From an optimization exercise on the open Yosys and OpenROAD flow, aimed at a short achievable clock period and few clock cycles; shortcuts taken in it are not production practice. In this exercise RTL edits were held to simulation tests only and were not proved equivalent to the original. Power figures rest on the tool's default switching activity, not on a simulated workload.

==> design/flow/design.v <==
module TopLevelPipe(input clk, rst,
	output [31:0] imem_addr, input [31:0] imem_rdata,
	output [31:0] dmem_addr, output [31:0] dmem_wdata, output dmem_we, input [31:0] dmem_rdata);
	reg  [31:0] pcF;         
	reg  [31:0] pcO;         
	assign imem_addr = pcO;
	wire [31:0] ins = imem_rdata;
	wire [6:0] op  = ins[6:0];
	wire [2:0] f3  = ins[14:12];
	wire [4:0] rs1 = ins[19:15];
	wire [4:0] rs2 = ins[24:20];
	wire [4:0] rd  = ins[11:7];
	wire isR    = op == 7'b0110011;
	wire isI    = op == 7'b0010011;
	wire isLW   = op == 7'b0000011;
	wire isSW   = op == 7'b0100011;
	wire isB    = op == 7'b1100011;
	wire isJAL  = op == 7'b1101111;
	wire isJALR = op == 7'b1100111;
	wire isLUI  = op == 7'b0110111;
	wire [31:0] immI = {{20{ins[31]}}, ins[31:20]};
	wire [31:0] immS = {{20{ins[31]}}, ins[31:25], ins[11:7]};
	wire [31:0] immB = {{19{ins[31]}}, ins[31], ins[7], ins[30:25], ins[11:8], 1'b0};
	wire [31:0] immJ = {{11{ins[31]}}, ins[31], ins[19:12], ins[20], ins[30:21], 1'b0};
	wire [31:0] immU = {ins[31:12], 12'b0};
	wire usesRs1 = isR | isI | isLW | isSW | isB | isJALR;
	wire usesRs2 = isR | isSW | isB;
	wire regWr   = (isR | isI | isLW | isJAL | isJALR | isLUI) & (rd != 5'd0);
	localparam BHB = 6, JTB = 4;
	reg  [1:0]  bht [0:(1<<BHB)-1];      
	reg  [(1<<JTB)-1:0] jtv;
	reg  [29:0] jtt [0:(1<<JTB)-1];
	wire [BHB-1:0] bhiF = pcF[BHB+1:2];
	wire [JTB-1:0] jtiF = pcF[JTB+1:2];
	wire bdis  = bht[bhiF][1];
	wire stat  = ins[31] | (f3 == 3'b001);
	wire predT = isJAL | (isB & (stat ^ bdis));
	wire [31:0] pc4F = pcF + 32'd4;
	wire [13:0] loB = {1'b0, pcF[12:0]} + {1'b0, immB[12:0]};
	wire [21:0] loJ = {1'b0, pcF[20:0]} + {1'b0, immJ[20:0]};
	wire [18:0] hiB = pcF[31:13], hiBp = hiB + 19'd1, hiBm = hiB - 19'd1;
	wire [10:0] hiJ = pcF[31:21], hiJp = hiJ + 11'd1, hiJm = hiJ - 11'd1;
	wire [31:0] tgtB = {ins[31] ? (loB[13] ? hiB : hiBm) : (loB[13] ? hiBp : hiB), loB[12:0]};
	wire [31:0] tgtJ = {ins[31] ? (loJ[21] ? hiJ : hiJm) : (loJ[21] ? hiJp : hiJ), loJ[20:0]};
	wire [31:0] tgtF = isJAL ? tgtJ : tgtB;
	wire jhit = jtv[jtiF];
	wire [31:0] jpred = jhit ? {jtt[jtiF], 2'b00} : pc4F;
	reg         vE, rwE, ldE, swE, brE, jalrE, predTE;
	reg         fwdA, fwdB, fwdS;
	reg  [2:0]  f3E;
	reg  [4:0]  rdE;
	reg  [7:0]  aluE;        
	reg  [31:0] aE, bE, sE, passE, altE, jpredE;
	reg  [BHB-1:0] bhiE;
	reg  [JTB-1:0] jtiE;
	reg         statE;
	reg         redirR;      
	reg  [31:0] fixR;
	reg         rwM, mwM, ldM;
	reg  [4:0]  rdM;
	reg  [31:0] resM, sdM, daM;
	reg         bupM, boutM, jupM;
	reg  [BHB-1:0] bhiM;
	reg  [JTB-1:0] jtiM;
	reg  [29:0] jtgtM;
	reg  [31:0] rf [1:31];
	wire [31:0] wbM = ldM ? dmem_rdata : resM;
	wire [31:0] rf1 = (rs1 == 5'd0) ? 32'd0 : (rwM && rdM == rs1) ? wbM : rf[rs1];
	wire [31:0] rf2 = (rs2 == 5'd0) ? 32'd0 : (rwM && rdM == rs2) ? wbM : rf[rs2];
	wire stall = ldE & ((usesRs1 & rs1 == rdE) | (usesRs2 & rs2 == rdE));
	wire vEk = vE & ~redirR;             
	wire [31:0] a  = fwdA ? resM : aE;
	wire [31:0] b  = fwdB ? resM : bE;
	wire [31:0] sd = fwdS ? resM : sE;
	wire [31:0] sum  = a + b;
	wire [31:0] diff = a - b;
	wire        lt   = {~a[31], a[30:0]} < {~b[31], b[30:0]};
	wire        ltu  = a < b;
	wire        eq   = a == b;
	wire [31:0] res = ({32{aluE[0]}} & sum) | ({32{aluE[1]}} & diff) | ({32{aluE[2]}} & (a & b)) |
	                  ({32{aluE[3]}} & (a | b)) | ({32{aluE[4]}} & (a ^ b)) |
	                  {31'd0, (aluE[5] & lt) | (aluE[6] & ltu)} | ({32{aluE[7]}} & passE);
	wire cond  = (f3E == 3'b000) ? eq : (f3E == 3'b001) ? ~eq : (f3E == 3'b100) ? lt : (f3E == 3'b101) ? ~lt : 1'b0;
	wire [31:0] jx = a ^ bE ^ jpredE;
	wire [31:0] jg = (a & bE) | ((a ^ bE) & ~jpredE);
	wire jok = (jx == {jg[30:0], 1'b0});
	wire redirE = vEk & ((brE & (cond ^ predTE)) | (jalrE & ~jok));
	wire [31:0] fixPC = jalrE ? sum : altE;
	wire [7:0] aluD;
	assign aluD[0] = ((isR | isI) & f3 == 3'b000 & ~(isR & ins[30])) | isLW | isSW;
	assign aluD[1] = isR & f3 == 3'b000 & ins[30];
	assign aluD[2] = (isR | isI) & f3 == 3'b111;
	assign aluD[3] = (isR | isI) & f3 == 3'b110;
	assign aluD[4] = (isR | isI) & f3 == 3'b100;
	assign aluD[5] = (isR | isI) & f3 == 3'b010;
	assign aluD[6] = (isR | isI) & f3 == 3'b011;
	assign aluD[7] = isJAL | isJALR | isLUI;
	wire go = ~rst & ~redirR & ~stall;    
	wire [31:0] nextF = predT ? tgtF : isJALR ? jpred : pc4F;
	wire [31:0] nextO = predT ? tgtF : isJALR ? jpred : pcO + 32'd4;
	always @(posedge clk) begin
		if (rst)         pcF <= 32'd0;
		else if (redirR) pcF <= fixR;
		else if (!stall) pcF <= nextF;
		if (rst)         pcO <= 32'd0;
		else if (redirR) pcO <= fixR;
		else if (!stall) pcO <= nextO;
		vE    <= go;
		rwE   <= go & regWr;
		ldE   <= go & isLW & (rd != 5'd0);
		swE   <= go & isSW;
		brE   <= go & isB;
		jalrE <= go & isJALR;
		predTE <= predT;
		f3E   <= f3;
		rdE   <= rd;
		aluE  <= aluD;
		aE    <= rf1;
		bE    <= (isI | isLW | isJALR) ? immI : isSW ? immS : rf2;
		sE    <= rf2;
		passE <= isLUI ? immU : pc4F;
		altE  <= predT ? pc4F : tgtF;
		jpredE <= jpred;
		bhiE  <= bhiF;
		jtiE  <= jtiF;
		statE <= stat;
		fwdA  <= rwE & vE & ~ldE & (rdE == rs1);
		fwdB  <= rwE & vE & ~ldE & (rdE == rs2) & ~(isI | isLW | isJALR | isSW);
		fwdS  <= rwE & vE & ~ldE & (rdE == rs2);
		redirR <= ~rst & redirE;
		fixR   <= fixPC;
		rwM  <= ~rst & vEk & rwE;
		mwM  <= ~rst & vEk & swE;
		ldM  <= ldE;
		rdM  <= rdE;
		resM <= res;
		daM  <= sum;                     
		sdM  <= sd;
		bupM  <= ~rst & vEk & brE;
		boutM <= cond ^ statE;           
		bhiM  <= bhiE;
		jupM  <= ~rst & vEk & jalrE;
		jtiM  <= jtiE;
		jtgtM <= sum[31:2];
		if (rst) begin : rs
			integer i;
			for (i = 0; i < (1<<BHB); i = i + 1) bht[i] <= 2'd0;
			jtv <= 0;
		end else begin
			if (bupM) bht[bhiM] <= boutM ? (bht[bhiM] == 2'd3 ? 2'd3 : bht[bhiM] + 2'd1)
			                             : (bht[bhiM] == 2'd0 ? 2'd0 : bht[bhiM] - 2'd1);
			if (jupM) begin jtv[jtiM] <= 1'b1; jtt[jtiM] <= jtgtM; end
		end
		if (rwM) rf[rdM] <= wbM;
	end
	assign dmem_addr  = daM;
	assign dmem_wdata = sdM;
	assign dmem_we    = mwM;
endmodule
==> design/flow/flow/run.sh <==
#!/bin/bash
set -euo pipefail
bash standard.sh SETUP_SLACK_MARGIN=7 finish > standard_make.log 2>&1
==> design/flow/standard.sh <==
#!/bin/bash
# synth_recipe.tcl (not shown) runs the flow's synth.tcl, then flattens the netlist and writes it again
# the make line also repeats each setting of config.mk as NAME=value (left out here)
make -C /OpenROAD-flow-scripts/flow DESIGN_CONFIG=/design/flow/config.mk WORK_HOME=/design/flow/orfs CLKGATE_MAP_FILE= SYNTH_SCRIPT=/design/flow/synth_recipe.tcl "${@:-finish}"
==> design/flow/config.mk <==
export PLATFORM = sky130hd
export DESIGN_NAME = TopLevelPipe
export DESIGN_NICKNAME = TopLevelPipe
export VERILOG_FILES = /design/flow/design.v
export SDC_FILE = /design/flow/constraint.sdc
export NUM_CORES = 4
export LEC_CHECK = 0
export ABC_CLOCK_PERIOD_IN_PS = 2500
export CAP_MARGIN = 20
export CORE_MARGIN = 2
export CORE_UTILIZATION = 40
export SLEW_MARGIN = 20
==> design/flow/constraint.sdc <==
create_clock -name core_clock -period 10.0 [get_ports {clk}]
set_input_delay 2.0000 -clock core_clock [delete_from_list [all_inputs] [get_ports {clk}]]
set_output_delay 2.0000 -clock core_clock [all_outputs]
set_load 0.01 [all_outputs]
==> qor.txt <==
TritonCTS buffer count: 213
Area of the multi-input gates: 44500 µm²
CTS clk-pin slew, worst paths: 0.07 ns
Yosys reg bits: 2056
Post-synth net total: 6920
Ratio of final minimum period to clock period: 0.405
Commonest non-fill, non-tap cell in the layout: edfxtp_1
Worst setup path class: in -> reg
Total of warnings raised by yosys: 1
Clk Latency, worst-skew pair: 0.90 ns
DRT antenna net count: 0
Achievable frequency: 247 MHz
Syn Area/Cell: 14.5 µm²
Worst EP required: 10.78 ns
CTS sink cnt: 2056
CP Cell Sequence: buf_12, ha_4, inv_2, fa_2, nand2b_4, o2bb2ai_4, o21ai_4, a211oi_4, buf_6, buf_12, buf_16, or4b_4, o211ai_1, o31ai_2, xor2_1, nand3_1, nor3b_2
Die span in y: 496 µm
Synth Cell Area: 96900 µm²
Hold Startpoint: jtiE[2]
Final hold vios: 0
Critical R2R Launch: fwdA
Reg2reg setup slack: 6.09 ns
First-pass GRT wire length: 532000 µm
Layout area overhead: 33.3%
Commonest non-fill, non-tap cells in the layout: edfxtp_1 (1600), mux4_2 (593), buf_4 (401)
Adder-cell share of the synthesized area: 0.0247
Die area: 246000 µm²
Die Wd: 496 µm
# DRC: 0
Async S/R FF share, synth: 0
Proportion of layout cells with a drive suffix above 1: 0.423
Complex-gate fraction of the synthesized area: 0.0809
Worst Reg-to-Reg Cells: 18
Setup TNS: 0 ns
Final Max Slew Viols: 0
Post-DP HPWL: 198000 µm
Simple-gate area share of the yosys netlist: 0.0566
Core area: 241000 µm²
CTS tree: done
Slowest CP cell: or4b_4
Fillers: 18800
Hold Path End: jtiM[2]
Crit Path Max Fanout: 3
Status: no timing/DRC/antenna violations
Fin nets: 7707
Leakage: 46.0 nW
CTS Buffer Depth: 3
Vias per std cell: 6.46
Initial Util: 0.403
WHS Path Cells: 0
PwrDens: 181 nW/µm²
CTS Root Cell: clkbuf_16
DR iter-0 viols: 9696
Register Area: 57500 µm²
CP Capture Type: register
Final setup fails: 0
# IOs: 163
Sequential area share after synthesis: 0.590
Min cycle time layout: 4.05 ns
Worst r2r dst: fixR[31]
Distinct cells, synth: 87
Vias in the first global route: 67200
Max-slew headroom: 0.200
Total track usage: 0.308
Drt total wl: 393000 µm
GPL Wtd Cong: 0.914
Buffers on Ports: 162
H-tree levels: 4
Vias: 70100
Post-DP Area: 104000 µm²
Post-synth EDFFs: 1600
Cell row count: 180
Unrepaired setup endpoints after global routing: true
Setup Skew: 0.0523 ns
Design area: 129000 µm²
CTS Hold Bufs: 0
Syn Inst Count: 6685
Crit-path most repeated cell: buf_12
Critical Path AT: 4.83 ns
CP peak stage delay: 0.47 ns
VDD IR max: 175 µV
Max-cap viol count: 0
Largest net degree at the start of global routing: 77
Remaining Overflow, GRT: 0
Initial DRT Pass Iterations: 7
Initial antenna violation count: 14
XOR/XNOR Fraction of Synth Area: 0.0181
Avg WL per Cell: 36.2 µm
Main combinational cell family by area after synthesis: multiplexers
Post-synth top flop: edfxtp_1
Worst Tran Pin Value: 1.19 ns
Mux cell area share after synthesis: 0.200
CP startpoint kind: input pin
HP Class: reg -> reg
==> worst max path at each step <==
stage              startpoint  endpoint  slack [ns]
2_1_floorplan  imem_rdata[22]   pcF[30]        5.36
3_3_place_gp   imem_rdata[21]     bE[3]        3.89
3_5_place_dp   imem_rdata[21]     bE[3]        3.88
4_1_cts         imem_rdata[8]   pcO[27]        6.10
5_1_grt         imem_rdata[8]   pcO[29]        5.89
6_report        imem_rdata[8]   pcO[29]        5.95
==> layout make-up <==
class,count,share of cell area
inverters,218,0.00676
well taps,3185,0.0308
flip-flops and latches,2056,0.445
repair buffers,1051,0.116
multi-input cells,3931,0.344
clock buffers,313,0.0472
repair inverters,1,0.0000678
clock inverters,89,0.00972
diodes,5,0.0000968
==> through the flow <==
stage	hold WS [ns]	setup WS [ns]	utilization	std cells	total power [mW]
3_5_place_dp	0.312	3.88	0.434	9670	13.5
2_1_floorplan	0.310	5.36	-	6685	12.1
6_report	0.325	5.95	0.537	10800	23.4
4_1_cts	0.326	6.10	0.521	10700	22.9
3_3_place_gp	0.311	3.89	0.434	9668	13.4
5_1_grt	0.334	5.89	0.537	10800	24.0
==> layer usage <==
metal,global-route usage,share of wire,vias up
li1,-,-,27900
met1,0.395,0.36,36000
met2,0.477,0.45,4930
met3,0.0716,0.11,1276
met4,0.187,0.075,8
met5,0,0.00012,-
==> worst max-delay path, delay by kind of cell <==
kind                     cells  cell delay, ns
buffers and inverters        5            0.49
AO/OA/AOI/OAI                5            0.66
AND/OR/NAND/NOR              4            0.94
XOR/XNOR                     1            0.27
adder cells (fa/ha/maj)      2            0.46
==> Yosys cell counts (20+ instances only) <==
cell / number / area [µm²]
o211ai_1: 24 / 180
a21oi_1: 366 / 1830
o221ai_1: 26 / 228
xor2_1: 94 / 823
nor3_1: 219 / 1100
mux2i_1: 403 / 4030
buf_1: 59 / 221
o21ai_0: 222 / 1110
nor2_1: 386 / 1450
o221a_2: 27 / 304
a221oi_1: 105 / 920
buf_2: 114 / 571
fa_1: 35 / 701
a22oi_1: 60 / 450
xnor2_1: 106 / 928
nand3_1: 58 / 290
a21o_1: 47 / 353
edfxtp_1: 1600 / 48000
and3_1: 21 / 131
nand2b_1: 24 / 150
and2_1: 36 / 225
a31oi_1: 22 / 138
inv_1: 214 / 803
nand2_1: 279 / 1050
clkbuf_1: 304 / 1140
mux4_2: 593 / 13400
dfxtp_1: 456 / 9130
nand4_1: 27 / 169
o21bai_1: 80 / 601
a221o_1: 23 / 230
ha_1: 134 / 1680
nor4_1: 22 / 138
nor2b_1: 31 / 194
or3_1: 20 / 125
o22ai_1: 24 / 150
mux2_2: 175 / 1970
a211oi_1: 62 / 465
==> repair_timing <==
item                                     CTS  global route
gates cloned                             157            17
resized for setup                       1830           443
pin swaps                                265           261
setup buffers                            452           146
endpoints found under the setup margin  1243           790
==> state kept, by name, summed over array words and instances, names as in the netlist, 5 cells and up, named ones only <==
register,count
passE,32
jpredE,32
fixR,32
sdM,32
rdM,5
pcO,32
sE,32
aluE,8
rdE,5
rf,992
jtv,16
altE,32
bht,128
jtgtM,29
aE,32
resM,32
bE,32
pcF,31
jtt,480
==> report_power, final <==
part / internal (mW) / switching, mW / leakage (nW)
logic: 2.15 / 2.76 / 23.5
registers: 9.83 / 0.274 / 18.9
clock network: 4.91 / 3.49 / 3.59
total: 16.9 / 6.53 / 46.0
==> cell families (layout without fill, tap and decap cells) <==
group	after synthesis	after routing
mux	1171	1171
buf+inv	715	1672
xor+xnor	200	200
simple gates	1182	1195
other cells	0	5
fa+ha+maj	171	175
flops	2056	2056
compound gates	1190	1190
Testbench counts, summed over its fixed seeds: cycles 30,793.

[re-timing with driven ports]
In the flow no input, the clock included, has a driving cell. The finished layout below was timed again as built, in two steps.
Step 1: set_driving_cell puts a clkbuf_16 on clk and a buf_2 on each other input, an assumption about the parent block.
Step 2, shift: input delay + t, output delay - t, t = (earliest + latest rising clock arrival at the registers) / 2. This alone moves slack from input paths to output paths.
Slacks: ideal ports / drivers / drivers and shift; pairs: ideal ports / drivers.
t (ns): 0.981
setup WS [ns]: 5.947 / 5.780 / 4.799
slew at the worst register clock pin (ns): 0.07 / 0.07
After both steps setup and hold are still met in this run. The setup slack of this run moves by -0.167 ns with the drivers and by -1.148 ns with both steps.
